Source: an optimization exercise on an open RTL-to-GDS flow (aim: small area). Production flows keep margins and buffers that such runs may drop.
Only simulation tests tie the RTL to the original design; equivalence was not proved.
Power is estimated from default activity; no workload was simulated.

$ cat design/flow/flow/run.sh
#!/bin/bash
# Layout flow: the standard layout (standard.sh) with
#  - the standard synthesis, then opt_inv.py on its netlist: it flips the
#    polarity of full adders (FA(~a,~b,~c) = ~FA(a,b,c)) where that removes
#    inverters, and absorbs inverters into neighbouring gates (see its
#    docstring); registers and ports are untouched;
#  - a smaller buffer cell on the ports (every port is still buffered);
#  - a clock tree built from clkbuf_4/clkbuf_8 without dummy loads.
# Each tool's output goes to a log of its own here (synth.log, opt_inv.log,
# standard.log); ORFS's per-step logs stay under orfs/logs/.
set -euo pipefail
export BUFFER_PORTS_ARGS="-buffer_cell sky130_fd_sc_hd__buf_2"
export CTS_ARGS="-sink_clustering_enable -repair_clock_nets -buf_list {sky130_fd_sc_hd__clkbuf_4 sky130_fd_sc_hd__clkbuf_8} -dont_use_dummy_load"
R=orfs/results/${FLOW_PLATFORM}/mul_tree_bf16_12/base

bash standard.sh synth > synth.log 2>&1
cp "$R/1_2_yosys.v" "$R/1_2_yosys.std.v"
python3 flow/opt_inv.py "$R/1_2_yosys.std.v" "$R/1_2_yosys.v" \
  "$FLOW_HOME/platforms/$FLOW_PLATFORM/lib/sky130_fd_sc_hd__tt_025C_1v80.lib" > opt_inv.log 2>&1
rm -f "$R/1_synth.odb" "$R/1_synth.sdc"
bash standard.sh > standard.log 2>&1
$ cat design/flow/flow/opt_inv.py
#!/usr/bin/env python3
"""Remove inverters around full adders in a mapped netlist.

A full adder is self-dual: FA(~a, ~b, ~c) = (~sum, ~cout).  Synthesis often
leaves full-adder cells with inverters on their inputs or outputs.  This pass
flips a full adder's polarity (takes its inputs' complements and gives the
complements of its outputs) whenever that lowers the number of inverters,
reusing existing inverters where it can.  Registers and ports are untouched.

It then absorbs inverters into the gates beside them:
  - a gate whose only load is an inverter becomes its complement (nand2 and
    and2, xor2 and xnor2, ...) and drives the inverter's net, when that is
    smaller;
  - an inverter whose loads are all xor2/xnor2 inputs goes, and those gates
    become their complements.

usage: opt_inv.py IN.v OUT.v [LIBERTY]   (without LIBERTY, only the full-adder flips)
"""
import re
import sys

PREFIX = "sky130_fd_sc_hd__"
OUT_PINS = {"X", "Y", "Q", "Q_N", "SUM", "COUT", "HI", "LO"}


def is_inv(t):
    return re.fullmatch(PREFIX + r"inv_\d+", t) is not None


def is_fa(t):
    return re.fullmatch(PREFIX + r"fa_\d+", t) is not None


class Netlist:
    def __init__(self, text):
        m = re.search(r"^\s*" + PREFIX, text, re.M)
        self.head = text[:m.start()]
        body = text[m.start():]
        end = body.rindex("endmodule")
        self.tail = body[end:]
        self.cells = {}
        for t, n, pins in re.findall(r"(" + PREFIX + r"\w+)\s+(\S+)\s*\((.*?)\);", body[:end], re.S):
            self.cells[n] = [t, dict((p, v.strip()) for p, v in re.findall(r"\.(\w+)\(([^()]*)\)", pins))]
        self.order = list(self.cells)
        self.ports = set()
        for d, rng, names in re.findall(r"^\s*(input|output)\s*(\[[^\]]*\])?\s*([^;]*);", self.head, re.M):
            for nm in names.split(","):
                self.ports.add(nm.strip())
        self.drv = {}
        self.loads = {}
        for n, (t, pins) in self.cells.items():
            for p, v in pins.items():
                self._add(n, p, v)
        self.new_nets = []
        self.k = 0

    def _port(self, net):
        base = net.split("[")[0].strip()
        return base in self.ports

    def _add(self, n, p, v):
        if p in OUT_PINS:
            self.drv[v] = (n, p)
        else:
            self.loads.setdefault(v, []).append((n, p))

    def _del(self, n, p, v):
        if p in OUT_PINS:
            if self.drv.get(v) == (n, p):
                del self.drv[v]
        else:
            self.loads[v].remove((n, p))

    def connect(self, n, p, v):
        old = self.cells[n][1][p]
        self._del(n, p, old)
        self.cells[n][1][p] = v
        self._add(n, p, v)

    def net(self):
        self.k += 1
        v = f"_opt_inv_{self.k}_"
        self.new_nets.append(v)
        return v

    def add_inv(self, a):
        y = self.net()
        n = f"_opt_inv_cell_{self.k}_"
        self.cells[n] = [PREFIX + "inv_1", {"A": a, "Y": y}]
        self.order.append(n)
        self._add(n, "A", a)
        self._add(n, "Y", y)
        return y

    def remove(self, n):
        t, pins = self.cells.pop(n)
        for p, v in pins.items():
            self._del(n, p, v)

    def inverted(self, v):
        """A net carrying ~v, made with as few new inverters as possible."""
        d = self.drv.get(v)
        if d and is_inv(self.cells[d[0]][0]):
            return self.cells[d[0]][1]["A"]
        for n, p in self.loads.get(v, []):
            if is_inv(self.cells[n][0]):
                return self.cells[n][1]["Y"]
        return self.add_inv(v)

    def sweep(self):
        changed = True
        while changed:
            changed = False
            for n in list(self.cells):
                t, pins = self.cells[n]
                if is_inv(t) and not self.loads.get(pins["Y"]) and not self._port(pins["Y"]):
                    self.remove(n)
                    changed = True

    def n_inv(self):
        return sum(1 for t, _ in self.cells.values() if is_inv(t))

    def flip(self, f):
        """Give full adder f its inputs' complements; keep every other
        net's value by rewiring or adding inverters."""
        t, pins = self.cells[f]
        for p in ("A", "B", "CIN"):
            self.connect(f, p, self.inverted(pins[p]))
        for p in ("SUM", "COUT"):
            o = pins[p]
            if self._port(o):
                return False
            o2 = self.net()
            self.connect(f, p, o2)
            # loads of o now need ~o2; an inverter on o already gives o2's
            # value, so its loads move to o2
            for n, q in list(self.loads.get(o, [])):
                if is_inv(self.cells[n][0]):
                    y = self.cells[n][1]["Y"]
                    if self._port(y):
                        continue
                    for m, r in list(self.loads.get(y, [])):
                        self.connect(m, r, o2)
            if self.loads.get(o):
                # whatever still reads o gets it from a new inverter on o2
                n = f"_opt_inv_cell_o{self.k}_"
                self.cells[n] = [PREFIX + "inv_1", {"A": o2, "Y": o}]
                self.order.append(n)
                self._add(n, "A", o2)
                self._add(n, "Y", o)
        self.sweep()
        return True

    def snapshot(self):
        return ({n: [t, dict(p)] for n, (t, p) in self.cells.items()}, list(self.order),
                {k: v for k, v in self.drv.items()}, {k: list(v) for k, v in self.loads.items()},
                list(self.new_nets), self.k)

    def restore(self, s):
        self.cells, self.order, self.drv, self.loads, self.new_nets, self.k = s

    def text(self):
        out = [self.head.rstrip("\n") + "\n"]
        used = set()
        for t, pins in self.cells.values():
            used.update(pins.values())
        for v in self.new_nets:
            if v in used:
                out.append(f"  wire {v};\n")
        for n in self.order:
            if n not in self.cells:
                continue
            t, pins = self.cells[n]
            # an escaped identifier ends at whitespace
            conns = ",\n".join(f"    .{p}({v}{' ' if v.startswith(chr(92)) else ''})"
                                for p, v in pins.items())
            out.append(f"  {t} {n} (\n{conns}\n  );\n")
        out.append(self.tail)
        return "".join(out)


# complementary cells with the same inputs (output pin X vs Y)
PAIRS = [("and2", "nand2"), ("or2", "nor2"), ("and3", "nand3"), ("or3", "nor3"),
         ("and4", "nand4"), ("or4", "nor4"), ("xor2", "xnor2"), ("a21o", "a21oi"),
         ("o21a", "o21ai"), ("a22o", "a22oi"), ("o22a", "o22ai"), ("a211o", "a211oi"),
         ("o211a", "o211ai"), ("a31o", "a31oi"), ("o31a", "o31ai")]
COMP = {}
for x, y in PAIRS:
    COMP[x] = y
    COMP[y] = x


def read_areas(lib):
    area, cur = {}, None
    for line in open(lib):
        m = re.match(r'\s*cell\s*\(\s*"?(\w+)"?\s*\)', line)
        if m:
            cur = m.group(1)
            continue
        m = re.match(r"\s*area\s*:\s*([\d.]+)", line)
        if m and cur and cur not in area:
            area[cur] = float(m.group(1))
    return area


def complement(t, area):
    """The complementary cell of t with the nearest drive, or None."""
    m = re.fullmatch(PREFIX + r"([a-z0-9]+)_(\d+)", t)
    if not m or m.group(1) not in COMP:
        return None
    base = PREFIX + COMP[m.group(1)] + "_"
    cands = sorted((int(k[len(base):]), k) for k in area if k.startswith(base) and k[len(base):].isdigit())
    if not cands:
        return None
    want = int(m.group(2))
    return min(cands, key=lambda c: (abs(c[0] - want), c[0]))[1]


def out_pin(t):
    return "X" if "X" in OUT_PINS and not re.search(r"(nand|nor|xnor|oi|ai)\d*_", t) else "Y"


def absorb(nl, area):
    n_out = n_in = 0
    for n in [c for c, (t, _) in nl.cells.items() if is_inv(t)]:
        if n not in nl.cells:
            continue
        a, y = nl.cells[n][1]["A"], nl.cells[n][1]["Y"]
        d = nl.drv.get(a)
        # output side: the inverter is the gate's only load
        if d and not nl._port(a) and len(nl.loads.get(a, [])) == 1:
            g, gp = d
            t, pins = nl.cells[g]
            c = complement(t, area)
            if c and area[c] < area[t] + area[nl.cells[n][0]]:
                nl.remove(n)
                nl._del(g, gp, a)
                del pins[gp]
                pins[out_pin(c)] = y
                nl.cells[g][0] = c
                nl._add(g, out_pin(c), y)
                n_out += 1
                continue
        # input side: every load is an xor2/xnor2 input
        ld = nl.loads.get(y, [])
        if ld and not nl._port(y) and all(re.fullmatch(PREFIX + r"x(n)?or2_\d+", nl.cells[m][0]) for m, _ in ld):
            if all(complement(nl.cells[m][0], area) for m, _ in ld):
                for m, p in list(ld):
                    t, pins = nl.cells[m]
                    c = complement(t, area)
                    o = pins[out_pin(t)]
                    nl._del(m, out_pin(t), o)
                    del pins[out_pin(t)]
                    pins[out_pin(c)] = o
                    nl.cells[m][0] = c
                    nl._add(m, out_pin(c), o)
                    nl.connect(m, p, a)
                nl.remove(n)
                n_in += 1
    return n_out, n_in


def main():
    nl = Netlist(open(sys.argv[1]).read())
    area = read_areas(sys.argv[3]) if len(sys.argv) > 3 else None
    nl.sweep()
    before = nl.n_inv()
    improved = True
    while improved:
        improved = False
        for f in [n for n, (t, _) in nl.cells.items() if is_fa(t)]:
            if f not in nl.cells:
                continue
            snap = nl.snapshot()
            cnt = nl.n_inv()
            if nl.flip(f) and nl.n_inv() < cnt:
                improved = True
            else:
                nl.restore(snap)
    flipped = nl.n_inv()
    n_out, n_in = absorb(nl, area) if area else (0, 0)
    nl.sweep()
    open(sys.argv[2], "w").write(nl.text())
    print(f"opt_inv: inverters {before} -> {flipped} by flipping full adders, "
          f"-> {nl.n_inv()} by absorbing {n_out} into their drivers and {n_in} into xor loads")


if __name__ == "__main__":
    main()
$ cat design/flow/standard.sh
#!/bin/bash
# synth_recipe.tcl (not shown) runs the flow's synth.tcl, then flattens the netlist and writes it again
# the make line also repeats each setting of config.mk as NAME=value (left out here)
make -C /OpenROAD-flow-scripts/flow DESIGN_CONFIG=/design/flow/config.mk WORK_HOME=/design/flow/orfs CLKGATE_MAP_FILE= SYNTH_SCRIPT=/design/flow/synth_recipe.tcl "${@:-finish}"
$ cat design/flow/config.mk
export PLATFORM = sky130hd
export DESIGN_NAME = mul_tree_bf16_12
export DESIGN_NICKNAME = mul_tree_bf16_12
export VERILOG_FILES = /design/flow/design.v
export SDC_FILE = /design/flow/constraint.sdc
export NUM_CORES = 4
export LEC_CHECK = 0
export CAP_MARGIN = 20
export CORE_MARGIN = 2
export CORE_UTILIZATION = 65
export GPL_TIMING_DRIVEN = 0
export SLEW_MARGIN = 20
$ cat design/flow/constraint.sdc
create_clock -name core_clock -period 5.5 [get_ports {clk}]
set_input_delay 1.1000 -clock core_clock [delete_from_list [all_inputs] [get_ports {clk}]]
set_output_delay 1.1000 -clock core_clock [all_outputs]
set_load 0.01 [all_outputs]
$ cat design/flow/design.v
module bf16_mul_front(
    input  [15:0] a,
    input  [15:0] b,
    output [17:0] w
);
  wire       sa = a[15], sb = b[15];
  wire [7:0] ea = a[14:7], eb = b[14:7];
  wire [6:0] fa = a[6:0], fb = b[6:0];
  wire a_max = &ea, b_max = &eb;
  wire a_zer = ~|ea, b_zer = ~|eb;
  wire a_fz  = ~|fa, b_fz  = ~|fb;
  wire nan   = (a_max & ~a_fz) | (b_max & ~b_fz) |
               (a_max & b_zer & b_fz) | (b_max & a_zer & a_fz);
  wire inf   = a_max | b_max;
  wire zer   = a_zer | b_zer;
  wire [8:0] S = ea + eb + 9'd1;
  wire       ulo = ~S[8] & (~S[7] | ~|S[6:0]);     
  wire       uhi = S[8] & (S[7:0] > 8'd124);       
  wire       nrm = ~nan & ~inf & ~zer & ~ulo & ~uhi;    
  wire       big = ~nan & (inf | (~zer & uhi));         
  wire [7:0] e0  = {~S[7], S[6:0]};
  wire t1 = (fa[0]&fb[6]) ^ (fa[1]&fb[5]);
  wire t2 = (fa[0]&fb[6]) & (fa[1]&fb[5]);
  wire t3 = fa[0] ^ fb[0] ^ (fa[1]&fb[6]);
  wire t4 = (fa[0] & fb[0]) | (fa[0] & (fa[1]&fb[6])) | (fb[0] & (fa[1]&fb[6]));
  wire t5 = (fa[2]&fb[5]) ^ (fa[3]&fb[4]);
  wire t6 = (fa[2]&fb[5]) & (fa[3]&fb[4]);
  wire t7 = fa[1] ^ fb[1] ^ (fa[2]&fb[6]);
  wire t8 = (fa[1] & fb[1]) | (fa[1] & (fa[2]&fb[6])) | (fb[1] & (fa[2]&fb[6]));
  wire t9 = (fa[3]&fb[5]) ^ (fa[4]&fb[4]);
  wire t10 = (fa[3]&fb[5]) & (fa[4]&fb[4]);
  wire t11 = fa[2] ^ fb[2] ^ (fa[3]&fb[6]);
  wire t12 = (fa[2] & fb[2]) | (fa[2] & (fa[3]&fb[6])) | (fb[2] & (fa[3]&fb[6]));
  wire t13 = (fa[0]&fb[4]) ^ (fa[1]&fb[3]);
  wire t14 = (fa[0]&fb[4]) & (fa[1]&fb[3]);
  wire t15 = (fa[0]&fb[5]) ^ (fa[1]&fb[4]) ^ (fa[2]&fb[3]);
  wire t16 = ((fa[0]&fb[5]) & (fa[1]&fb[4])) | ((fa[0]&fb[5]) & (fa[2]&fb[3])) | ((fa[1]&fb[4]) & (fa[2]&fb[3]));
  wire t17 = (fa[3]&fb[2]) ^ (fa[4]&fb[1]);
  wire t18 = (fa[3]&fb[2]) & (fa[4]&fb[1]);
  wire t19 = (fa[2]&fb[4]) ^ (fa[3]&fb[3]) ^ (fa[4]&fb[2]);
  wire t20 = ((fa[2]&fb[4]) & (fa[3]&fb[3])) | ((fa[2]&fb[4]) & (fa[4]&fb[2])) | ((fa[3]&fb[3]) & (fa[4]&fb[2]));
  wire t21 = (fa[5]&fb[1]) ^ (fa[6]&fb[0]) ^ t1;
  wire t22 = ((fa[5]&fb[1]) & (fa[6]&fb[0])) | ((fa[5]&fb[1]) & t1) | ((fa[6]&fb[0]) & t1);
  wire t23 = (fa[4]&fb[3]) ^ (fa[5]&fb[2]) ^ (fa[6]&fb[1]);
  wire t24 = ((fa[4]&fb[3]) & (fa[5]&fb[2])) | ((fa[4]&fb[3]) & (fa[6]&fb[1])) | ((fa[5]&fb[2]) & (fa[6]&fb[1]));
  wire t25 = t3 ^ t5 ^ t2;
  wire t26 = (t3 & t5) | (t3 & t2) | (t5 & t2);
  wire t27 = (fa[5]&fb[3]) ^ (fa[6]&fb[2]) ^ t7;
  wire t28 = ((fa[5]&fb[3]) & (fa[6]&fb[2])) | ((fa[5]&fb[3]) & t7) | ((fa[6]&fb[2]) & t7);
  wire t29 = t9 ^ t4 ^ t6;
  wire t30 = (t9 & t4) | (t9 & t6) | (t4 & t6);
  wire t31 = (fa[4]&fb[5]) ^ (fa[5]&fb[4]) ^ (fa[6]&fb[3]);
  wire t32 = ((fa[4]&fb[5]) & (fa[5]&fb[4])) | ((fa[4]&fb[5]) & (fa[6]&fb[3])) | ((fa[5]&fb[4]) & (fa[6]&fb[3]));
  wire t33 = t11 ^ t8 ^ t10;
  wire t34 = (t11 & t8) | (t11 & t10) | (t8 & t10);
  wire t35 = fa[3] ^ fb[3] ^ (fa[4]&fb[6]);
  wire t36 = (fa[3] & fb[3]) | (fa[3] & (fa[4]&fb[6])) | (fb[3] & (fa[4]&fb[6]));
  wire t37 = (fa[5]&fb[5]) ^ (fa[6]&fb[4]) ^ t12;
  wire t38 = ((fa[5]&fb[5]) & (fa[6]&fb[4])) | ((fa[5]&fb[5]) & t12) | ((fa[6]&fb[4]) & t12);
  wire t39 = fa[4] ^ fb[4] ^ (fa[5]&fb[6]);
  wire t40 = (fa[4] & fb[4]) | (fa[4] & (fa[5]&fb[6])) | (fb[4] & (fa[5]&fb[6]));
  wire t41 = (fa[0]&fb[3]) ^ (fa[1]&fb[2]);
  wire t42 = (fa[0]&fb[3]) & (fa[1]&fb[2]);
  wire t43 = (fa[2]&fb[2]) ^ (fa[3]&fb[1]) ^ (fa[4]&fb[0]);
  wire t44 = ((fa[2]&fb[2]) & (fa[3]&fb[1])) | ((fa[2]&fb[2]) & (fa[4]&fb[0])) | ((fa[3]&fb[1]) & (fa[4]&fb[0]));
  wire t45 = (fa[5]&fb[0]) ^ t15 ^ t17;
  wire t46 = ((fa[5]&fb[0]) & t15) | ((fa[5]&fb[0]) & t17) | (t15 & t17);
  wire t47 = t19 ^ t21 ^ t16;
  wire t48 = (t19 & t21) | (t19 & t16) | (t21 & t16);
  wire t49 = t23 ^ t25 ^ t20;
  wire t50 = (t23 & t25) | (t23 & t20) | (t25 & t20);
  wire t51 = t27 ^ t29 ^ t24;
  wire t52 = (t27 & t29) | (t27 & t24) | (t29 & t24);
  wire t53 = t31 ^ t33 ^ t28;
  wire t54 = (t31 & t33) | (t31 & t28) | (t33 & t28);
  wire t55 = t35 ^ t37 ^ t32;
  wire t56 = (t35 & t37) | (t35 & t32) | (t37 & t32);
  wire t57 = (fa[6]&fb[5]) ^ t39 ^ t36;
  wire t58 = ((fa[6]&fb[5]) & t39) | ((fa[6]&fb[5]) & t36) | (t39 & t36);
  wire t59 = fa[5] ^ fb[5] ^ (fa[6]&fb[6]);
  wire t60 = (fa[5] & fb[5]) | (fa[5] & (fa[6]&fb[6])) | (fb[5] & (fa[6]&fb[6]));
  wire t61 = (fa[0]&fb[2]) ^ (fa[1]&fb[1]);
  wire t62 = (fa[0]&fb[2]) & (fa[1]&fb[1]);
  wire t63 = (fa[2]&fb[1]) ^ (fa[3]&fb[0]) ^ t41;
  wire t64 = ((fa[2]&fb[1]) & (fa[3]&fb[0])) | ((fa[2]&fb[1]) & t41) | ((fa[3]&fb[0]) & t41);
  wire t65 = t13 ^ t43 ^ t42;
  wire t66 = (t13 & t43) | (t13 & t42) | (t43 & t42);
  wire t67 = t14 ^ t45 ^ t44;
  wire t68 = (t14 & t45) | (t14 & t44) | (t45 & t44);
  wire t69 = t18 ^ t47 ^ t46;
  wire t70 = (t18 & t47) | (t18 & t46) | (t47 & t46);
  wire t71 = t22 ^ t49 ^ t48;
  wire t72 = (t22 & t49) | (t22 & t48) | (t49 & t48);
  wire t73 = t26 ^ t51 ^ t50;
  wire t74 = (t26 & t51) | (t26 & t50) | (t51 & t50);
  wire t75 = t30 ^ t53 ^ t52;
  wire t76 = (t30 & t53) | (t30 & t52) | (t53 & t52);
  wire t77 = t34 ^ t55 ^ t54;
  wire t78 = (t34 & t55) | (t34 & t54) | (t55 & t54);
  wire t79 = t38 ^ t57 ^ t56;
  wire t80 = (t38 & t57) | (t38 & t56) | (t57 & t56);
  wire t81 = t40 ^ t59 ^ t58;
  wire t82 = (t40 & t59) | (t40 & t58) | (t59 & t58);
  wire t83 = fa[6] ^ fb[6] ^ t60;
  wire t84 = (fa[6] & fb[6]) | (fa[6] & t60) | (fb[6] & t60);
  wire [15:0] pr0 = {1'b0, 1'b1, t83, t81, t79, t77, t75, t73, t71, t69, t67, t65, t63, (fa[2]&fb[0]), (fa[0]&fb[1]), (fa[0]&fb[0])};
  wire [15:0] pr1 = {1'b0, t84, t82, t80, t78, t76, t74, t72, t70, t68, t66, t64, t62, t61, (fa[1]&fb[0]), 1'b0};
  wire [9:0] u;                       
  wire [6:0] lc;
  assign lc[0] = 1'b0;
  genvar k;
  generate for (k = 0; k < 6; k = k + 1) begin : lca
    assign lc[k+1] = (pr0[k] & pr1[k]) | (pr0[k] & lc[k]) | (pr1[k] & lc[k]);
  end endgenerate
  assign u = pr0[15:6] + pr1[15:6] + lc[6];
  wire st = (fa[0]&fb[0]) | (fa[0]&fb[1]) | (fa[0]&fb[2]) | (fa[0]&fb[3]) | (fa[0]&fb[4]) | (fa[0]&fb[5]) | (fa[1]&fb[0]) | (fa[1]&fb[1]) | (fa[1]&fb[2]) | (fa[1]&fb[3]) | (fa[1]&fb[4]) | (fa[2]&fb[0]) | (fa[2]&fb[1]) | (fa[2]&fb[2]) | (fa[2]&fb[3]) | (fa[3]&fb[0]) | (fa[3]&fb[1]) | (fa[3]&fb[2]) | (fa[4]&fb[0]) | (fa[4]&fb[1]) | (fa[5]&fb[0]);
  wire       h    = u[9];
  wire [6:0] n0   = u[7:1];           
  wire [6:0] n1   = u[8:2];           
  wire       rnd0 = u[0] & (st | n0[0]);
  wire       rnd1 = u[1] & (st | u[0] | n1[0]);
  wire [6:0] n    = h ? n1 : n0;
  wire       rnd  = h ? rnd1 : rnd0;
  wire [7:0] e0f = nrm ? e0 : {8{nan | big}};
  wire [6:0] nf  = nrm ? n  : {nan, 6'd0};
  assign w = {(sa ^ sb) | nan, e0f, h & nrm, rnd & nrm, nf};
endmodule
module bf16_mul_front_in(
    input  [15:0] a,
    input  [15:0] b,
    output [17:0] w
);
  wire       sa = a[15], sb = b[15];
  wire [7:0] ea = a[14:7], eb = b[14:7];
  wire [6:0] fa = a[6:0], fb = b[6:0];
  wire a_max = &ea, b_max = &eb;
  wire a_zer = ~|ea, b_zer = ~|eb;
  wire a_fz  = ~|fa, b_fz  = ~|fb;
  wire nan   = (a_max & ~a_fz) | (b_max & ~b_fz) |
               (a_max & b_zer & b_fz) | (b_max & a_zer & a_fz);
  wire inf   = a_max | b_max;
  wire zer   = a_zer | b_zer;
  wire [8:0] S;
  wire [8:0] ec;
  assign ec[0] = 1'b1;
  genvar j;
  generate for (j = 0; j < 8; j = j + 1) begin : eadd
    assign S[j]    = ea[j] ^ eb[j] ^ ec[j];
    assign ec[j+1] = (ea[j] & eb[j]) | (ea[j] & ec[j]) | (eb[j] & ec[j]);
  end endgenerate
  assign S[8] = ec[8];
  wire       ulo = ~S[8] & (~S[7] | ~|S[6:0]);     
  wire       uhi = S[8] & (S[7:0] > 8'd124);       
  wire       nrm = ~nan & ~inf & ~zer & ~ulo & ~uhi;    
  wire       big = ~nan & (inf | (~zer & uhi));         
  wire [7:0] e0  = {~S[7], S[6:0]};
  wire t1 = (fa[0]&fb[6]) ^ (fa[1]&fb[5]);
  wire t2 = (fa[0]&fb[6]) & (fa[1]&fb[5]);
  wire t3 = fa[0] ^ fb[0] ^ (fa[1]&fb[6]);
  wire t4 = (fa[0] & fb[0]) | (fa[0] & (fa[1]&fb[6])) | (fb[0] & (fa[1]&fb[6]));
  wire t5 = (fa[2]&fb[5]) ^ (fa[3]&fb[4]);
  wire t6 = (fa[2]&fb[5]) & (fa[3]&fb[4]);
  wire t7 = fa[1] ^ fb[1] ^ (fa[2]&fb[6]);
  wire t8 = (fa[1] & fb[1]) | (fa[1] & (fa[2]&fb[6])) | (fb[1] & (fa[2]&fb[6]));
  wire t9 = (fa[3]&fb[5]) ^ (fa[4]&fb[4]);
  wire t10 = (fa[3]&fb[5]) & (fa[4]&fb[4]);
  wire t11 = fa[2] ^ fb[2] ^ (fa[3]&fb[6]);
  wire t12 = (fa[2] & fb[2]) | (fa[2] & (fa[3]&fb[6])) | (fb[2] & (fa[3]&fb[6]));
  wire t13 = (fa[0]&fb[4]) ^ (fa[1]&fb[3]);
  wire t14 = (fa[0]&fb[4]) & (fa[1]&fb[3]);
  wire t15 = (fa[0]&fb[5]) ^ (fa[1]&fb[4]) ^ (fa[2]&fb[3]);
  wire t16 = ((fa[0]&fb[5]) & (fa[1]&fb[4])) | ((fa[0]&fb[5]) & (fa[2]&fb[3])) | ((fa[1]&fb[4]) & (fa[2]&fb[3]));
  wire t17 = (fa[3]&fb[2]) ^ (fa[4]&fb[1]);
  wire t18 = (fa[3]&fb[2]) & (fa[4]&fb[1]);
  wire t19 = (fa[2]&fb[4]) ^ (fa[3]&fb[3]) ^ (fa[4]&fb[2]);
  wire t20 = ((fa[2]&fb[4]) & (fa[3]&fb[3])) | ((fa[2]&fb[4]) & (fa[4]&fb[2])) | ((fa[3]&fb[3]) & (fa[4]&fb[2]));
  wire t21 = (fa[5]&fb[1]) ^ (fa[6]&fb[0]) ^ t1;
  wire t22 = ((fa[5]&fb[1]) & (fa[6]&fb[0])) | ((fa[5]&fb[1]) & t1) | ((fa[6]&fb[0]) & t1);
  wire t23 = (fa[4]&fb[3]) ^ (fa[5]&fb[2]) ^ (fa[6]&fb[1]);
  wire t24 = ((fa[4]&fb[3]) & (fa[5]&fb[2])) | ((fa[4]&fb[3]) & (fa[6]&fb[1])) | ((fa[5]&fb[2]) & (fa[6]&fb[1]));
  wire t25 = t3 ^ t5 ^ t2;
  wire t26 = (t3 & t5) | (t3 & t2) | (t5 & t2);
  wire t27 = (fa[5]&fb[3]) ^ (fa[6]&fb[2]) ^ t7;
  wire t28 = ((fa[5]&fb[3]) & (fa[6]&fb[2])) | ((fa[5]&fb[3]) & t7) | ((fa[6]&fb[2]) & t7);
  wire t29 = t9 ^ t4 ^ t6;
  wire t30 = (t9 & t4) | (t9 & t6) | (t4 & t6);
  wire t31 = (fa[4]&fb[5]) ^ (fa[5]&fb[4]) ^ (fa[6]&fb[3]);
  wire t32 = ((fa[4]&fb[5]) & (fa[5]&fb[4])) | ((fa[4]&fb[5]) & (fa[6]&fb[3])) | ((fa[5]&fb[4]) & (fa[6]&fb[3]));
  wire t33 = t11 ^ t8 ^ t10;
  wire t34 = (t11 & t8) | (t11 & t10) | (t8 & t10);
  wire t35 = fa[3] ^ fb[3] ^ (fa[4]&fb[6]);
  wire t36 = (fa[3] & fb[3]) | (fa[3] & (fa[4]&fb[6])) | (fb[3] & (fa[4]&fb[6]));
  wire t37 = (fa[5]&fb[5]) ^ (fa[6]&fb[4]) ^ t12;
  wire t38 = ((fa[5]&fb[5]) & (fa[6]&fb[4])) | ((fa[5]&fb[5]) & t12) | ((fa[6]&fb[4]) & t12);
  wire t39 = fa[4] ^ fb[4] ^ (fa[5]&fb[6]);
  wire t40 = (fa[4] & fb[4]) | (fa[4] & (fa[5]&fb[6])) | (fb[4] & (fa[5]&fb[6]));
  wire t41 = (fa[0]&fb[3]) ^ (fa[1]&fb[2]);
  wire t42 = (fa[0]&fb[3]) & (fa[1]&fb[2]);
  wire t43 = (fa[2]&fb[2]) ^ (fa[3]&fb[1]) ^ (fa[4]&fb[0]);
  wire t44 = ((fa[2]&fb[2]) & (fa[3]&fb[1])) | ((fa[2]&fb[2]) & (fa[4]&fb[0])) | ((fa[3]&fb[1]) & (fa[4]&fb[0]));
  wire t45 = (fa[5]&fb[0]) ^ t15 ^ t17;
  wire t46 = ((fa[5]&fb[0]) & t15) | ((fa[5]&fb[0]) & t17) | (t15 & t17);
  wire t47 = t19 ^ t21 ^ t16;
  wire t48 = (t19 & t21) | (t19 & t16) | (t21 & t16);
  wire t49 = t23 ^ t25 ^ t20;
  wire t50 = (t23 & t25) | (t23 & t20) | (t25 & t20);
  wire t51 = t27 ^ t29 ^ t24;
  wire t52 = (t27 & t29) | (t27 & t24) | (t29 & t24);
  wire t53 = t31 ^ t33 ^ t28;
  wire t54 = (t31 & t33) | (t31 & t28) | (t33 & t28);
  wire t55 = t35 ^ t37 ^ t32;
  wire t56 = (t35 & t37) | (t35 & t32) | (t37 & t32);
  wire t57 = (fa[6]&fb[5]) ^ t39 ^ t36;
  wire t58 = ((fa[6]&fb[5]) & t39) | ((fa[6]&fb[5]) & t36) | (t39 & t36);
  wire t59 = fa[5] ^ fb[5] ^ (fa[6]&fb[6]);
  wire t60 = (fa[5] & fb[5]) | (fa[5] & (fa[6]&fb[6])) | (fb[5] & (fa[6]&fb[6]));
  wire t61 = (fa[0]&fb[2]) ^ (fa[1]&fb[1]);
  wire t62 = (fa[0]&fb[2]) & (fa[1]&fb[1]);
  wire t63 = (fa[2]&fb[1]) ^ (fa[3]&fb[0]) ^ t41;
  wire t64 = ((fa[2]&fb[1]) & (fa[3]&fb[0])) | ((fa[2]&fb[1]) & t41) | ((fa[3]&fb[0]) & t41);
  wire t65 = t13 ^ t43 ^ t42;
  wire t66 = (t13 & t43) | (t13 & t42) | (t43 & t42);
  wire t67 = t14 ^ t45 ^ t44;
  wire t68 = (t14 & t45) | (t14 & t44) | (t45 & t44);
  wire t69 = t18 ^ t47 ^ t46;
  wire t70 = (t18 & t47) | (t18 & t46) | (t47 & t46);
  wire t71 = t22 ^ t49 ^ t48;
  wire t72 = (t22 & t49) | (t22 & t48) | (t49 & t48);
  wire t73 = t26 ^ t51 ^ t50;
  wire t74 = (t26 & t51) | (t26 & t50) | (t51 & t50);
  wire t75 = t30 ^ t53 ^ t52;
  wire t76 = (t30 & t53) | (t30 & t52) | (t53 & t52);
  wire t77 = t34 ^ t55 ^ t54;
  wire t78 = (t34 & t55) | (t34 & t54) | (t55 & t54);
  wire t79 = t38 ^ t57 ^ t56;
  wire t80 = (t38 & t57) | (t38 & t56) | (t57 & t56);
  wire t81 = t40 ^ t59 ^ t58;
  wire t82 = (t40 & t59) | (t40 & t58) | (t59 & t58);
  wire t83 = fa[6] ^ fb[6] ^ t60;
  wire t84 = (fa[6] & fb[6]) | (fa[6] & t60) | (fb[6] & t60);
  wire [15:0] pr0 = {1'b0, 1'b1, t83, t81, t79, t77, t75, t73, t71, t69, t67, t65, t63, (fa[2]&fb[0]), (fa[0]&fb[1]), (fa[0]&fb[0])};
  wire [15:0] pr1 = {1'b0, t84, t82, t80, t78, t76, t74, t72, t70, t68, t66, t64, t62, t61, (fa[1]&fb[0]), 1'b0};
  wire [9:0] u;                       
  wire [6:0] lc;
  assign lc[0] = 1'b0;
  genvar k;
  generate for (k = 0; k < 6; k = k + 1) begin : lca
    assign lc[k+1] = (pr0[k] & pr1[k]) | (pr0[k] & lc[k]) | (pr1[k] & lc[k]);
  end endgenerate
  assign u = pr0[15:6] + pr1[15:6] + lc[6];
  wire st = (fa[0]&fb[0]) | (fa[0]&fb[1]) | (fa[0]&fb[2]) | (fa[0]&fb[3]) | (fa[0]&fb[4]) | (fa[0]&fb[5]) | (fa[1]&fb[0]) | (fa[1]&fb[1]) | (fa[1]&fb[2]) | (fa[1]&fb[3]) | (fa[1]&fb[4]) | (fa[2]&fb[0]) | (fa[2]&fb[1]) | (fa[2]&fb[2]) | (fa[2]&fb[3]) | (fa[3]&fb[0]) | (fa[3]&fb[1]) | (fa[3]&fb[2]) | (fa[4]&fb[0]) | (fa[4]&fb[1]) | (fa[5]&fb[0]);
  wire       h    = u[9];
  wire [6:0] n0   = u[7:1];           
  wire [6:0] n1   = u[8:2];           
  wire       rnd0 = u[0] & (st | n0[0]);
  wire       rnd1 = u[1] & (st | u[0] | n1[0]);
  wire [6:0] n    = h ? n1 : n0;
  wire       rnd  = h ? rnd1 : rnd0;
  wire [7:0] e0f = nrm ? e0 : {8{nan | big}};
  wire [6:0] nf  = nrm ? n  : {nan, 6'd0};
  assign w = {(sa ^ sb) | nan, e0f, h & nrm, rnd & nrm, nf};
endmodule
module bf16_mul_back(
    input  [17:0] w,
    output [15:0] z
);
  wire       s   = w[17];
  wire [7:0] e0  = w[16:9];
  wire       h   = w[8];
  wire       rnd = w[7];
  wire [6:0] n   = w[6:0];
  wire [6:0] mc;
  assign mc[0] = rnd;
  genvar k;
  generate for (k = 1; k < 7; k = k + 1) begin : inc
    assign mc[k] = rnd & (&n[k-1:0]);
  end endgenerate
  wire [6:0] m   = n ^ mc;
  wire       ovf = h & rnd & (&n);
  wire [7:0] ez  = e0 + h + ovf;
  assign z = {s, ez, m};
endmodule
module mul_tree_bf16_12(
        input clk,
        input rst,
        input [(4*32-1):0] mul_ins,
        input mul_stb,
        input [1:0] mode,
        output reg [(4*16-1):0] outputs,
        output reg [3:0] final_output_stbs_1
    );
  reg        s1, v1, v2, v3;    
  reg        m2;                
  reg [17:0] w0, w1, w2, w3;    
  reg [17:0] x0, x1;            
  reg [17:0] y0;                
  wire [17:0] w0_d, w1_d, w2_d, w3_d, x0_d, x1_d, y0_d;
  wire [15:0] p0, p1, p2, p3, q0, q1, r0;
  wire [15:0] q1_a = m2 ? 16'h3f80 : p3;
  bf16_mul_front_in f_p0 (.a(mul_ins[31:16]),   .b(mul_ins[15:0]),   .w(w0_d));
  bf16_mul_front_in f_p1 (.a(mul_ins[63:48]),   .b(mul_ins[47:32]),  .w(w1_d));
  bf16_mul_front_in f_p2 (.a(mul_ins[95:80]),   .b(mul_ins[79:64]),  .w(w2_d));
  bf16_mul_front_in f_p3 (.a(mul_ins[127:112]), .b(mul_ins[111:96]), .w(w3_d));
  bf16_mul_back  b_p0 (.w(w0), .z(p0));
  bf16_mul_back  b_p1 (.w(w1), .z(p1));
  bf16_mul_back  b_p2 (.w(w2), .z(p2));
  bf16_mul_back  b_p3 (.w(w3), .z(p3));
  bf16_mul_front f_q0 (.a(p1),   .b(p0), .w(x0_d));
  bf16_mul_front f_q1 (.a(q1_a), .b(p2), .w(x1_d));
  bf16_mul_back  b_q0 (.w(x0), .z(q0));
  bf16_mul_back  b_q1 (.w(x1), .z(q1));
  bf16_mul_front f_r0 (.a(q0), .b(q1), .w(y0_d));
  bf16_mul_back  b_r0 (.w(y0), .z(r0));
  always @(posedge clk) begin
    w0 <= w0_d; w1 <= w1_d; w2 <= w2_d; w3 <= w3_d;
    x0 <= x0_d; x1 <= x1_d;
    y0 <= y0_d;
    m2 <= (mode == 2'b10);
    if (rst) begin
      s1 <= 1'b0; v1 <= 1'b0; v2 <= 1'b0; v3 <= 1'b0;
    end else begin
      s1 <= mul_stb; v1 <= s1; v2 <= v1; v3 <= v2;
    end
  end
  always @(*) begin
    case (mode)
      2'b00: begin
        final_output_stbs_1 = {v1, v1, v1, v1};
        outputs = {p3, p2, p1, p0};
      end
      2'b01: begin
        final_output_stbs_1 = {2'b00, v2, v2};
        outputs = {p3, p2, q1, q0};
      end
      2'b10: begin
        final_output_stbs_1 = {2'b00, v1, v3};
        outputs = {p3, p2, p3, r0};
      end
      default: begin
        final_output_stbs_1 = {3'b000, v3};
        outputs = {p3, p2, p3, r0};
      end
    endcase
  end
endmodule
==> results of run 1 <==
==> sequential cells by signal, indices dropped and copies added, names as in the netlist <==
name  cells
x1       18
v1        1
m2        1
w0       18
w2       18
x0       18
v3        1
w3       18
w1       18
y0       18
v2        1
s1        1
==> metal layers <==
metal  part of all wire (%)  up-vias
met5                  0.061        -
met4                    2.7        4
met3                    6.8      116
met2                     49      646
met1                     42     9020
li1                       -     8621
==> cell type report <==
class                           count  area, um^2  share of cell area [%]
Antenna cell                        1       2.502                 0.01064
Buffer                             33       158.9                  0.6757
Clock buffer                       17       234.0                  0.9949
Inverter                          239       898.4                   3.820
Multi-Input combinational cell   1991       17890                   76.08
Sequential cell                   131        2634                   11.20
Tap cell                          402       503.0                   2.139
Timing Repair Buffer              225        1195                   5.081
==> timing repair <==
action / in CTS / in global routing
resized for setup: 60 / 71
gates cloned: 0 / 1
pin swaps: 8 / 15
buffers inserted: 12 / 14
endpoints found under the setup margin: 28 / 51
==> worst paths after layout <==
kind	start	endpoint	slack (ns)
worst min register to register	s1	v1	0.44
worst min-delay path	s1	v1	0.44
worst max-delay path	mul_ins[103]	w3[6]	0.15
worst max register to register	x0[2]	y0[6]	0.17
==> power by group through the flow <==
stage / Clock (mW) / Sequential, mW / Combinational (mW)
finish: 0.606 / 1.77 / 12.0
global route: 0.648 / 1.81 / 13.5
CTS: 0.604 / 1.73 / 11.6
detailed placement: 0 / 1.71 / 11.4
global placement: 0 / 1.70 / 11.0
floorplan: 0 / 1.64 / 8.73
==> summary.txt, run 1 <==
Run status
  • Status: no timing/DRC/antenna violations

GRT
  • Met3 usage: 6.319%
  • GRT Total Usage: between 30 and 40%
  • GRT met1 Usage: 42.66%
  • Gr busiest metal: met2
  • Global routing usage on met2: a little under 60%
  • Vias in the first global route: roughly 19000
  • Gr ovfl total: 0
  • Largest net degree at the start of global routing: 17
  • Initial antenna violation count: 3
  • First-pass GRT wire length: just over 90000 um

Pwr
  • Clock power frac: under 10%
  • Total power: 14.37 mW
  • Comb pwr share: between 80% and 90%
  • Cell-internal power: 6.767 mW
  • Peak supply drop: 0.0006504 V
  • Flop pwr share: between 10% and 20%
  • Static Leak: 10.81 nW
  • Switching power: between 7 and 8 mW
  • Switching share of power: 52.90%
  • PwrDens: 610.9 nW/um^2

Cells and area
  • Layout cells sized above 1: about 14%
  • Fillers: 2436
  • Finished layout cell area: roughly 24000 um^2
  • Finished Core Util: approximately three quarters
  • Final Non-Filler Cells: 3039
  • Fin nets: between 3000 and 4000
  • Commonest non-fill, non-tap cell in the layout: fa_1
  • Commonest cells after routing, fill and taps aside: fa_1 (289), inv_1 (235), nor2_1 (225), buf_2 (200), ha_1 (189)
  • Area Overhead vs Synth: 12.14%

STA
  • Layout Skew: 0.02450 ns
  • Worst Setup Slack, final: roughly 0.15 ns
  • # setup viols final: 0
  • Hold_ws: 0.4408 ns
  • Setup TNS: 0 ns
  • Final worst-path cycle share: around 97%
  • Min Tclk post-route: 5.348 ns
  • Peak Freq: roughly 190 MHz
  • Final Hold Vio Count: 0
  • Slew @ Worst Pin: between 0.8 and 0.9 ns
  • Slew HR: between 40% and 50%
  • Slew Viols, Final: 0

Routing
  • Final ANT Viol Nets: 0
  • Avg WL per Cell: 18.36 um
  • # DRC: 0
  • Via/cell ratio: a little over 6
  • Routed wire length: approximately 56000 um
  • Pre-antenna DRT Iters: 5
  • First DRT Iteration DRCs: approximately 1200
  • Via Count: ~18000

Synth
  • YS warnings: 1
  • Cell count after synthesis: 2403
  • Post-Syn Nets: 3022
  • Post-Syn Area: 20970 um^2
  • Synth Area per Inst: around 8.7 um^2

CTS
  • CTS H-tree lvls: 4
  • Insertion delay to the later sink of the worst-skew pair: about 0.47 ns
  • Clk sinks: 131
  • CTS tree: done
  • # hold bufs at CTS: 0
  • Number of buffers created by CTS: 17
  • Clock Path Buffers: 2
  • Clk root buf: clkbuf_8
  • CTS clk-pin slew, worst paths: ~0.06 ns

Placed design
  • Place WS: -0.7718 ns
  • Placed cell area: roughly 22000 um^2
  • RePlAce Congestion: between 0.9 and 1
  • Placed Cells incl. Taps: 3004
  • Buffers added on ports: roughly 200
  • DP HPWL: 46030 um

Critical path
  • Most frequent CP cell: fa_1
  • Critical path class: input port to register
  • Delay of the slowest cell on the worst path: 0.50 ns
  • Critical path arrival: 5.72 ns
  • Setup crit end kind: register
  • Crit path max fanout: 9
  • CP cell instances: buf_2, inv_1, ha_1, inv_1, fa_1, fa_1, fa_2, fa_1, fa_1, fa_2, fa_1, inv_1, o21a_1, or3_4, or3_1, buf_4, a21o_1, o31ai_1
  • WP data required: 5.87 ns
  • Critical path depth: 18
  • Critical path buffers and inverters: 5
  • Critical path's top delay family: adder cells
  • Critical Path Source Type: input port
  • CP max stage cell: fa_1
  • Reg2Reg Depth: 18

Die
  • I/O pin total: between 200 and 250
  • Initial Util: 66.29%
  • Die width: between 150 and 200 um
  • Core Area: between 30000 and 40000 um^2
  • Die Y: about 180 um
  • Die area: approximately 34000 um^2
  • Row cnt: 65

Hold path
  • Hold Crit Class: register to register
  • Hold Crit Depth: 1

Job
  • MaxCap Viol Count: 0
==> run 2, diff against run 1 <==
--- a/design/flow/config.mk
+++ b/design/flow/config.mk
@@ -9,4 +9,3 @@
 export CORE_MARGIN = 2
 export CORE_UTILIZATION = 65
-export GPL_TIMING_DRIVEN = 0
 export SLEW_MARGIN = 20
==> summary.txt, run 2 <==
Pwr
  • PwrDens: between 600 and 700 nW/um^2
  • Peak supply drop: 0.0006238 V
  • Static Leak: roughly 11 nW
  • Switching share of power: 52.28%
  • Cell-internal power: 6.867 mW
  • Flop pwr share: between 10% and 20%
  • Comb pwr share: between 80% and 90%
  • Clock power frac: about 4.1%
  • Switching power: roughly 7.5 mW
  • Total power: about 14 mW

Critical path
  • CP max stage cell: fa_1
  • Setup crit end: y0[6]
  • Delay of the slowest cell on the worst path: 0.58 ns
  • Setup crit end kind: register
  • Critical Path Source: x1[0]
  • RR Endpoint: y0[6]
  • Crit path max fanout: 5
  • CP cell instances: and4_4, nand4_1, xor2_1, inv_1, and2_1, ha_1, fa_1, fa_1, fa_1, inv_1, fa_2, fa_2, nand2b_1, a21oi_2, o21a_1, o21a_1, o21a_1, mux2_2, o31ai_2, mux2_4
  • FF-to-FF Start: x1[0]
  • Reg2Reg Depth: 20
  • WP data required: 5.83 ns
  • Critical path arrival: ~5.6 ns
  • Critical path class: register to register
  • Setup slack, reg-to-reg: approximately 0.24 ns
  • Critical Path Source Type: register

Synth
  • Post-Syn Area: between 20000 and 25000 um^2
  • Post-Syn Nets: a little over 3000
  • Synth Area per Inst: approximately 8.7 um^2
  • Cell count after synthesis: 2403
  • YS warnings: 1

STA
  • Peak Freq: around 190 MHz
  • Slew HR: 27.98%
  • Slew @ Worst Pin: 1.080 ns
  • Final worst-path cycle share: 95.71%
  • Final Hold Vio Count: 0
  • Min Tclk post-route: ~5.3 ns
  • Hold_ws: roughly 0.45 ns
  • # setup viols final: 0
  • Slew Viols, Final: 0
  • Setup TNS: 0 ns
  • Layout Skew: between 0.02 and 0.03 ns

Cells and area
  • Multi-input combinational cell area: 17390 um^2
  • Fin nets: ~3300
  • FF/Latch Area: between 2000 and 3000 um^2
  • Layout cells sized above 1: around 15%
  • Finished Core Util: 74.56%
  • Commonest cells after routing, fill and taps aside: fa_1 (291), inv_1 (238), nor2_1 (227), buf_2 (200), ha_1 (189)
  • Area Overhead vs Synth: 12.48%
  • Commonest non-fill, non-tap cell in the layout: fa_1
  • Fillers: approximately 2400

GRT
  • First-pass GRT wire length: just over 90000 um
  • GRT Total Usage: approximately 34%
  • Largest net degree at the start of global routing: 60
  • Vias in the first global route: between 15000 and 20000
  • Initial antenna violation count: 2
  • Gr ovfl total: 0

Die
  • I/O pin total: 201
  • Die width: about 180 um
  • Core Area: approximately 32000 um^2
  • Die Y: between 150 and 200 um
  • Row cnt: 65
  • Initial Util: between 60% and 70%
  • Die area: between 30000 and 40000 um^2

Job
  • MaxCap Viol Count: 0

Routing
  • Routed wire length: 55250 um
  • First DRT Iteration DRCs: 1115
  • Via Count: 18440
  • Via/cell ratio: ~6
  • Avg WL per Cell: 17.81 um
  • Final ANT Viol Nets: 0
  • Pre-antenna DRT Iters: 9
  • # DRC: 0

CTS
  • Clk sinks: around 130
  • Number of buffers created by CTS: 17
  • CTS clk-pin slew, worst paths: 0.08 ns
  • Clk root buf: clkbuf_8
  • CTS tree: done
  • Clock Path Buffers: 2
  • Insertion delay to the later sink of the worst-skew pair: ~0.47 ns
  • # hold bufs at CTS: 0
  • CTS H-tree lvls: 4

Placed design
  • RePlAce Congestion: between 0.9 and 1
  • DP HPWL: 46830 um
  • Buffers added on ports: 200

Hold path
  • Hold Crit Class: register to register

Run status
  • Status: no timing/DRC/antenna violations
-- run 2: cell count changes in the layout (fill, tap and decap cells not counted), sizes merged --
cell	before	now
buf	236	323
clkbuf	39	17
or3	17	16
-- run 2: through the flow --
stage / worst slack [ns] / std cells / area (um^2)
floorplan: 0.006024 / 2403 / 20990
global placement: -0.05178 / 3080 / 23200
detailed placement: -0.1638 / 3080 / 23200
CTS: 0.01821 / 3097 / 23440
global route: -0.006693 / 3102 / 23590
finish: 0.2361 / 3103 / 23590
-- run 2: power by group through the flow --
stage,clock network (mW),logic (mW),registers [mW]
after floorplan,0,8.73,1.64
after global placement,0,11.3,1.72
after detailed placement,0,11.7,1.74
after CTS,0.607,11.8,1.72
after global routing,0.645,13.6,1.79
final,0.595,12.1,1.74
-- run 2: how the worst min path moves through the flow --
| stage | slack, ns | cells after the start | endpoint | startpoint |
|---|---|---|---|---|
| after global placement | 0.43 | 1 | v1 | s1 |
| after floorplan | 0.41 | 1 | v1 | s1 |
| after global routing | 0.49 | 1 | v3 | v2 |
| after CTS | 0.45 | 1 | v1 | s1 |
| after detailed placement | 0.43 | 1 | v1 | s1 |
| final | 0.45 | 1 | v1 | s1 |
-- run 2: layout make-up --
cell class              instances  share of cell area, %
clock buffers                  17                 0.9919
repair buffers                323                  8.211
diodes                          1                0.01061
well taps                     402                  2.132
multi-input cells            1990                  73.71
inverters                     239                  3.803
flip-flops and latches        131                  11.14
-- run 2: layer usage --
metal	track usage [%]	share of wire [%]
met5	0	0.024
met4	12.00	3.1
met3	6.577	7.2
met2	58.84	48
met1	42.34	41
-- run 2: worst max-delay path, delay by kind of cell (launching register included) --
family / cells / cell delay [ns]
buffers and inverters: 2 / 0.12
muxes: 2 / 0.42
DFF: 1 / 0.35
and+or+nand+nor: 4 / 0.76
AOI/OAI and AO/OA: 5 / 0.65
xor gates and xnor gates: 1 / 0.23
adders and majority gates: 6 / 2.61
-- run 2: what timing repair did --
action	CTS	global route
setup buffers	0	5
gates resized for setup	3	39
pin swaps	0	5
setup endpoints to repair	2	22
==> run 3, diff against run 2 <==
--- a/design/flow/flow/run.sh
+++ b/design/flow/flow/run.sh
@@ -5,10 +5,10 @@
 #    inverters, and absorbs inverters into neighbouring gates (see its
 #    docstring); registers and ports are untouched;
-#  - a smaller buffer cell on the ports (every port is still buffered);
+#  - buf_1 on the ports (every port is still buffered);
 #  - a clock tree built from clkbuf_4/clkbuf_8 without dummy loads.
 # Each tool's output goes to a log of its own here (synth.log, opt_inv.log,
 # standard.log); ORFS's per-step logs stay under orfs/logs/.
 set -euo pipefail
-export BUFFER_PORTS_ARGS="-buffer_cell sky130_fd_sc_hd__buf_2"
+export BUFFER_PORTS_ARGS="-buffer_cell sky130_fd_sc_hd__buf_1"
 export CTS_ARGS="-sink_clustering_enable -repair_clock_nets -buf_list {sky130_fd_sc_hd__clkbuf_4 sky130_fd_sc_hd__clkbuf_8} -dont_use_dummy_load"
 R=orfs/results/${FLOW_PLATFORM}/mul_tree_bf16_12/base
==> summary.txt, run 3 <==
Die
  • I/O pin total: ~200
  • Initial Util: roughly two thirds
  • Die width: approximately 180 um
  • Core Area: between 30000 and 40000 um^2
  • Die area: around 34000 um^2
  • Row cnt: 65
  • Die Y: about 180 um

Synth
  • YS warnings: 1
  • Post-Syn Nets: approximately 3000
  • Post-Syn Area: ~21000 um^2
  • Synth Area per Inst: about 8.7 um^2
  • Cell count after synthesis: 2403

Placed design
  • DP HPWL: ~47000 um
  • Buffers added on ports: 200
  • Placed cell area: around 23000 um^2
  • RePlAce Congestion: ~0.98

Critical path
  • WP data required: 5.89 ns
  • Critical path class: register to register
  • Reg2Reg Depth: 18
  • Setup slack, reg-to-reg: between 0.2 and 0.25 ns
  • Critical path arrival: between 5 and 6 ns
  • RR Endpoint: y0[6]
  • Crit path max fanout: 5
  • Critical Path Source Type: register
  • FF-to-FF Start: x1[2]
  • Setup crit end kind: register

Hold path
  • Hold Crit Depth: 1
  • Hold endpoint: v1
  • Startpoint of the worst hold path: s1
  • Hold Crit Class: register to register

CTS
  • Clk root buf: clkbuf_8
  • CTS tree: done
  • CTS H-tree lvls: 4
  • Clk sinks: between 100 and 150
  • # hold bufs at CTS: 0
  • Number of buffers created by CTS: 17
  • CTS clk-pin slew, worst paths: ~0.08 ns
  • Insertion delay to the later sink of the worst-skew pair: between 0.4 and 0.5 ns
  • Clock Path Buffers: 2

Cells and area
  • FF/Latch Area: approximately 2600 um^2
  • Multi-input combinational cell area: around 17000 um^2
  • Finished layout cell area: between 20000 and 25000 um^2
  • Area Overhead vs Synth: 12.12%
  • Commonest non-fill, non-tap cell in the layout: fa_1
  • N_diodes: 0
  • Fin nets: roughly 3300
  • Commonest cells after routing, fill and taps aside: fa_1 (291), inv_1 (238), nor2_1 (230), buf_1 (198), ha_1 (189)
  • Fillers: about 2500
  • Layout cells sized above 1: approximately 8.3%

Pwr
  • Peak supply drop: 0.0005383 V
  • PwrDens: around 610 nW/um^2
  • Total power: 14.27 mW
  • Static Leak: about 11 nW

GRT
  • Initial antenna violation count: 0
  • GRT met1 Usage: a little over two fifths
  • Largest net degree at the start of global routing: 59
  • Gr busiest metal: met2
  • Vias in the first global route: between 15000 and 20000
  • First-pass GRT wire length: between 90000 and 100000 um
  • Met3 usage: under 10%
  • Gr ovfl total: 0
  • GRT Total Usage: between 30% and 40%
  • Global routing usage on met2: between 50% and 60%

Routing
  • Routed wire length: approximately 55000 um
  • # DRC: 0
  • First DRT Iteration DRCs: 1039
  • Via Count: roughly 19000
  • Pre-antenna DRT Iters: 9
  • Avg WL per Cell: between 15 and 20 um
  • Via/cell ratio: between 5 and 6
  • Final ANT Viol Nets: 0

Job
  • MaxCap Viol Count: 0

STA
  • Slew Viols, Final: 0
  • Final worst-path cycle share: a little over nine tenths
  • Peak Freq: between 150 and 200 MHz
  • # setup viols final: 0
  • Slew HR: 27.63%
  • Final Hold Vio Count: 0
  • Layout Skew: between 0.02 and 0.025 ns
  • RSZ-0062 raised after global routing: true
  • Min Tclk post-route: about 5.3 ns
  • Slew @ Worst Pin: roughly 1.1 ns

Run status
  • Status: no timing/DRC/antenna violations
## run 3: layer usage
| metal | vias up | part of all wire, % |
|---|---|---|
| met1 | 8968 | 42 |
| met3 | 120 | 6.6 |
| met2 | 601 | 48 |
| li1 | 8814 | - |
| met4 | 0 | 3.2 |
| met5 | - | 0 |
## run 3: report_power, final
group	switching, mW	internal [mW]
Sequential	0.336	1.40
Combinational	6.83	5.10
Clock	0.325	0.271
Total	7.50	6.77
## run 3: cell type report
cell class                 instances  area share, %
sequential                       131          11.17
clock buffer                      17         0.9950
timing repair buffer             351          8.024
inverter                         239          3.815
multi-input combinational       1990          73.86
tap                              402          2.139
## run 3: worst max-delay path by stage
stage	startpoint	to	slack (ns)	cells past startpoint
floorplan	mul_ins[103]	w3[6]	0.006	18
global placement	mul_ins[103]	w3[6]	-0.05	17
detailed placement	mul_ins[119]	w3[6]	-0.11	17
CTS	x1[2]	y0[6]	0.03	20
global route	w0[1]	x0[5]	-0.08	21
finish	x1[2]	y0[6]	0.24	18
## run 3: metrics by stage
stage	cells	hold slack, ns	util, %	setup WS [ns]	setup TNS [ns]
floorplan	2403	0.4138	-	0.006024	0
global placement	3112	0.4222	73.26	-0.05111	-0.2746
detailed placement	3112	0.4262	73.26	-0.1121	-1.545
CTS	3129	0.4483	74.00	0.03220	0
global route	3130	0.4613	74.32	-0.07993	-0.2634
finish	3130	0.4485	74.32	0.2417	0
## run 3: timing repair
item	CTS	global route
setup buffers	0	1
gates resized for setup	1	33
gates cloned	0	0
pin swaps	0	5
hold endpoints to repair	0	0
setup endpoints to repair	1	19
## run 3: critical path, cell delays in order (launching register included)
cell and delay, ns:
dfxtp_2 0.36, and4_4 0.25, nand4_1 0.14, xor2_1 0.22, inv_1 0.07, buf_4 0.16
and2_1 0.18, fa_1 0.56, fa_1 0.44, fa_1 0.54, fa_1 0.42, ha_1 0.32
o21ai_2 0.20, a21oi_1 0.09, o41ai_1 0.27, buf_4 0.19, mux2_2 0.33, o31ai_2 0.25
mux2_4 0.20
==> run 4, diff against run 3 <==
--- a/design/flow/config.mk
+++ b/design/flow/config.mk
@@ -9,3 +9,4 @@
 export CORE_MARGIN = 2
 export CORE_UTILIZATION = 65
+export GPL_TIMING_DRIVEN = 0
 export SLEW_MARGIN = 20
==> summary.txt, run 4 <==
GRT
  • Initial antenna violation count: 0
  • Gr ovfl total: 0
  • Largest net degree at the start of global routing: 17
  • First-pass GRT wire length: 90270 um
  • Vias in the first global route: roughly 19000
  • GRT Total Usage: 33.33%

Pwr
  • Peak supply drop: about 0.0005 V
  • Static Leak: 10.31 nW
  • Total power: 14.34 mW
  • PwrDens: between 600 and 700 nW/um^2

STA
  • Slew HR: between 40% and 50%
  • Peak Freq: about 190 MHz
  • Final Hold Vio Count: 0
  • Slew Viols, Final: 0
  • Worst Setup Slack, final: about 0.16 ns
  • # setup viols final: 0
  • Setup TNS: 0 ns
  • Slew @ Worst Pin: just under 0.8 ns
  • Layout Skew: ~0.043 ns
  • Min Tclk post-route: between 5 and 6 ns
  • Final worst-path cycle share: between 90 and 100%

Routing
  • Final ANT Viol Nets: 0
  • Routed wire length: ~55000 um
  • # DRC: 0
  • Via Count: 18410
  • Avg WL per Cell: around 18 um
  • Pre-antenna DRT Iters: 6
  • First DRT Iteration DRCs: 1047
  • Via/cell ratio: around 6

Die
  • Die area: 33720 um^2
  • Core Area: between 30000 and 40000 um^2
  • Die Y: roughly 180 um
  • Die width: 183.6 um
  • Row cnt: between 60 and 70
  • Initial Util: between 60% and 70%
  • I/O pin total: ~200

Critical path
  • Delay of the slowest cell on the worst path: 0.48 ns
  • WP data required: about 5.9 ns
  • Critical path class: input port to register
  • Critical Path Source Type: input port
  • Critical path arrival: between 5 and 6 ns
  • Critical Path Source: mul_ins[103]
  • Crit path max fanout: 9
  • FF-to-FF Start: w2[1]
  • Most frequent CP cell: fa_2
  • Setup crit end kind: register
  • CP max stage cell: fa_1
  • CP cell instances: buf_1, inv_1, ha_1, inv_1, fa_1, fa_1, fa_2, fa_2, fa_2, fa_2, fa_1, inv_1, o21a_1, or3_1, clkbuf_2, or3_1, clkbuf_4, a21o_1, o31ai_1

CTS
  • CTS H-tree lvls: 4
  • Clock Path Buffers: 2
  • CTS tree: done
  • Clk sinks: ~130
  • Insertion delay to the later sink of the worst-skew pair: 0.46 ns
  • CTS clk-pin slew, worst paths: 0.08 ns
  • Clk root buf: clkbuf_8
  • Number of buffers created by CTS: 17

Synth
  • YS warnings: 1
  • Cell count after synthesis: between 2000 and 2500
  • Synth Area per Inst: slightly below 9 um^2
  • Post-Syn Nets: a little over 3000
  • Post-Syn Area: 20970 um^2

Placed design
  • RePlAce Congestion: around 0.94
  • DP HPWL: approximately 45000 um
  • Placed Cells incl. Taps: around 3000
  • Place WS: -0.7909 ns
  • Buffers added on ports: roughly 200

Cells and area
  • Commonest non-fill, non-tap cell in the layout: fa_1
  • Final Non-Filler Cells: 3044
  • Fillers: 2500
  • Commonest cells after routing, fill and taps aside: fa_1 (286), inv_1 (232), nor2_1 (221), buf_1 (190), ha_1 (187)
  • Fin nets: ~3300
  • Layout cells sized above 1: under 10%
  • N_diodes: 0
  • Area Overhead vs Synth: 11.50%

Hold path
  • Hold Crit Class: register to register
  • Startpoint of the worst hold path: s1

Run status
  • Status: no timing/DRC/antenna violations

Job
  • MaxCap Viol Count: 0
-- run 4: cell types whose count changed in the layout (fill, tap and decap cells not counted), sizes merged --
cell    before  now
or3         16   17
clkbuf      18   54
buf        350  227
-- run 4: worst max-delay path: cells and delay by family --
family                   cells  cell delay, ns
AND/OR/NAND/NOR              2            0.64
buffers and inverters        6            0.60
AO/OA/AOI/OAI                3            0.54
adder cells (fa/ha/maj)      8            2.82
-- run 4: metrics by stage --
| step | hold WS, ns | area [um^2] | utilization, % |
|---|---|---|---|
| 3_3_place_gp | 0.4266 | 22240 | 70.29 |
| 3_5_place_dp | 0.4383 | 22240 | 70.29 |
| 5_1_grt | 0.4658 | 23380 | 73.91 |
| 2_1_floorplan | 0.4138 | 20990 | - |
| 6_report | 0.4612 | 23380 | 73.91 |
| 4_1_cts | 0.4600 | 22860 | 72.27 |
-- run 4: layout make-up --
cell class / count / area (um^2) / area share, %
timing repair buffer: 231 / 1016 / 4.345
clock buffer: 17 / 234.0 / 1.001
inverter: 239 / 898.4 / 3.842
multi-input combinational: 1991 / 17940 / 76.72
sequential: 131 / 2631 / 11.25
tap: 402 / 503.0 / 2.151
buffer: 33 / 161.4 / 0.6903
-- run 4: power by group --
part           internal, mW  switching [mW]  leakage (nW)  total (mW)
clock network         0.271           0.334         0.122       0.604
logic                  5.08            6.88          9.09        12.0
registers              1.40           0.374          1.10        1.78
-- run 4: repair_timing --
action | CTS | global route
endpoints found under the setup margin | 30 | 57
resized for setup | 55 | 107
hold buffers | 0 | 0
setup buffers | 11 | 21
cloned | 0 | 1
pin swaps | 9 | 15
-- run 4: final timing paths --
path / to / slack (ns) / cells after the start
worst min-delay path: v1 / 0.46 / 1
worst min register to register: v1 / 0.46 / 1
worst max-delay path: w3[6] / 0.16 / 19
worst max register to register: x1[6] / 0.17 / 20
-- run 4: routing by layer --
metal	GRT usage (%)	share of wire, %
met4	10.59	3.1
met5	0	0
met3	6.101	7.4
met1	42.51	41
met2	57.54	48
==> run 5, diff against run 4 <==
==> design/flow/flow/run.sh (replaced) <==
#!/bin/bash
# Layout flow: the standard layout (standard.sh) with
#  - the standard synthesis, then opt_inv.py on its netlist: it flips the
#    polarity of full adders (FA(~a,~b,~c) = ~FA(a,b,c)) where that removes
#    inverters; registers and ports are untouched;
#  - a smaller buffer cell on the ports (every port is still buffered);
#  - a clock tree built from clkbuf_4/clkbuf_8 without dummy loads.
# Each tool's output goes to a log of its own here (synth.log, opt_inv.log,
# standard.log); ORFS's per-step logs stay under orfs/logs/.
set -euo pipefail
export BUFFER_PORTS_ARGS="-buffer_cell sky130_fd_sc_hd__buf_2"
export CTS_ARGS="-sink_clustering_enable -repair_clock_nets -buf_list {sky130_fd_sc_hd__clkbuf_4 sky130_fd_sc_hd__clkbuf_8} -dont_use_dummy_load"
R=orfs/results/${FLOW_PLATFORM}/mul_tree_bf16_12/base

bash standard.sh synth > synth.log 2>&1
cp "$R/1_2_yosys.v" "$R/1_2_yosys.std.v"
python3 flow/opt_inv.py "$R/1_2_yosys.std.v" "$R/1_2_yosys.v" > opt_inv.log 2>&1
rm -f "$R/1_synth.odb" "$R/1_synth.sdc"
bash standard.sh > standard.log 2>&1
--- a/design/flow/config.mk
+++ b/design/flow/config.mk
@@ -9,4 +9,3 @@
 export CORE_MARGIN = 2
 export CORE_UTILIZATION = 65
-export GPL_TIMING_DRIVEN = 0
 export SLEW_MARGIN = 20
==> summary.txt, run 5 <==
Run status
  • Status: no timing/DRC/antenna violations

CTS
  • Number of buffers created by CTS: 17
  • # hold bufs at CTS: 0
  • Insertion delay to the later sink of the worst-skew pair: approximately 0.46 ns
  • Clock Path Buffers: 2
  • CTS clk-pin slew, worst paths: ~0.070 ns
  • CTS tree: done
  • Clk sinks: 131
  • Clk root buf: clkbuf_8
  • CTS H-tree lvls: 4

Cells and area
  • Area Overhead vs Synth: 12.15%
  • Commonest non-fill, non-tap cell in the layout: fa_1
  • Commonest cells after routing, fill and taps aside: fa_1 (291), inv_1 (275), nor2_1 (231), buf_2 (200), ha_1 (189)
  • N_diodes: 0
  • Layout cells sized above 1: 14.36%
  • Fin nets: around 3400
  • Finished Core Util: 74.34%

STA
  • Slew @ Worst Pin: around 0.76 ns
  • Layout Skew: approximately 0.029 ns
  • # setup viols final: 0
  • Final Hold Vio Count: 0
  • Worst Setup Slack, final: 0.1936 ns
  • Slew HR: between 40% and 50%
  • Peak Freq: 188.5 MHz
  • Final worst-path cycle share: a little over nine tenths
  • Slew Viols, Final: 0
  • RSZ-0062 raised after global routing: true
  • Min Tclk post-route: 5.306 ns

Placed design
  • DP HPWL: 46450 um
  • Buffers added on ports: 200
  • Place WS: -0.1732 ns
  • RePlAce Congestion: 0.9621

Routing
  • # DRC: 0
  • Final ANT Viol Nets: 0
  • Avg WL per Cell: 17.38 um
  • Routed wire length: 54530 um
  • Via/cell ratio: ~6
  • Via Count: between 15000 and 20000
  • Pre-antenna DRT Iters: 6
  • First DRT Iteration DRCs: about 1100

GRT
  • GRT Total Usage: between 30% and 40%
  • First-pass GRT wire length: 90240 um
  • Largest net degree at the start of global routing: just under 60
  • Vias in the first global route: roughly 19000
  • Gr ovfl total: 0
  • Initial antenna violation count: 2

Die
  • Die area: about 34000 um^2
  • Row cnt: 65
  • Initial Util: approximately two thirds
  • Die width: 183.8 um
  • Die Y: 183.8 um
  • Core Area: approximately 32000 um^2
  • I/O pin total: 201

Pwr
  • Static Leak: about 11 nW
  • PwrDens: between 600 and 700 nW/um^2
  • Peak supply drop: ~0.00054 V

Critical path
  • FF-to-FF Start: x1[2]
  • Reg2Reg Depth: 20
  • Critical path arrival: between 5 and 6 ns
  • RR Endpoint: y0[6]
  • Crit path max fanout: 5
  • Setup crit end kind: register
  • Critical Path Source Type: register
  • Setup slack, reg-to-reg: a little under 0.2 ns
  • WP data required: between 5 and 6 ns
  • Setup crit end: y0[6]
  • Critical Path Source: x1[2]
  • Critical path class: register to register

Synth
  • Post-Syn Area: about 21000 um^2
  • Post-Syn Nets: 3059
  • Cell count after synthesis: ~2400
  • YS warnings: 1
  • Synth Area per Inst: 8.616 um^2

Hold path
  • Hold Crit Class: register to register

Job
  • MaxCap Viol Count: 0
-- run 5: area by class of cell --
| class | instances | area [um^2] |
|---|---|---|
| multi-input cells | 1990 | 17260 |
| clock buffers | 17 | 234.0 |
| inverters | 276 | 1036 |
| repair buffers | 322 | 1917 |
| well taps | 402 | 503.0 |
| fillers | 2524 | 8140 |
| flip-flops and latches | 131 | 2624 |
-- run 5: worst max-delay path, stage by stage (launching register included) --
cell and delay, ns:
dfxtp_1 0.37, and4_4 0.27, nand4_1 0.14, xor2_1 0.23, inv_1 0.08, and2_1 0.16, ha_1 0.29, fa_1 0.57
fa_1 0.45, fa_1 0.51, inv_1 0.05, fa_2 0.36, fa_2 0.41, nand2b_1 0.19, a21oi_2 0.20, o21a_1 0.16
o21a_1 0.14, o21a_1 0.12, mux2_2 0.15, o31ai_2 0.07, mux2_4 0.28
-- run 5: through the flow --
step | power, mW | TNS, ns | std cells | cell area, um^2 | hold slack (ns)
6_report | 14.38 | 0 | 3138 | 23580 | 0.4436
5_1_grt | 15.91 | -0.1088 | 3138 | 23580 | 0.4621
4_1_cts | 14.15 | 0 | 3134 | 23470 | 0.4467
3_5_place_dp | 13.52 | -2.074 | 3117 | 23230 | 0.4288
3_3_place_gp | 13.11 | -0.5886 | 3117 | 23230 | 0.4290
2_1_floorplan | 10.37 | 0 | 2440 | 21040 | 0.4138
-- run 5: routing by layer --
| layer | GRT usage [%] | wire [um] | vias up |
|---|---|---|---|
| met2 | 59.38 | 26760 | 586 |
| met5 | 0 | 12 | - |
| met4 | 9.248 | 1322 | 2 |
| li1 | - | - | 8820 |
| met1 | 42.64 | 23040 | 8945 |
| met3 | 4.200 | 3390 | 100 |
-- run 5: worst min path at each step --
stage | start | to | slack (ns) | cells past startpoint
4_1_cts | s1 | v1 | 0.45 | 1
2_1_floorplan | s1 | v1 | 0.41 | 1
3_5_place_dp | s1 | v1 | 0.43 | 1
3_3_place_gp | s1 | v1 | 0.43 | 1
6_report | s1 | v1 | 0.44 | 1
5_1_grt | s1 | v1 | 0.46 | 1
-- run 5: report_power, final --
| group | internal [mW] | total, mW | switching [mW] | leakage (nW) |
|---|---|---|---|---|
| sequential | 1.40 | 1.73 | 0.333 | 1.10 |
| clock | 0.271 | 0.590 | 0.319 | 0.122 |
| combinational | 5.20 | 12.1 | 6.86 | 10.1 |
| total | 6.87 | 14.4 | 7.51 | 11.3 |
-- run 5: what timing repair did --
action	in CTS	in global routing
pin swaps	0	4
endpoints found under the setup margin	1	18
gates resized for setup	1	28
buffers inserted	0	4

Check on run 5: ideal ports give 0.194 ns setup slack; a clkbuf_16 on the clock port and buf_2 on the inputs give 0.194 ns; moving port delays by the midpoint clock arrival (0.497 ns) as well gives -0.185 ns.
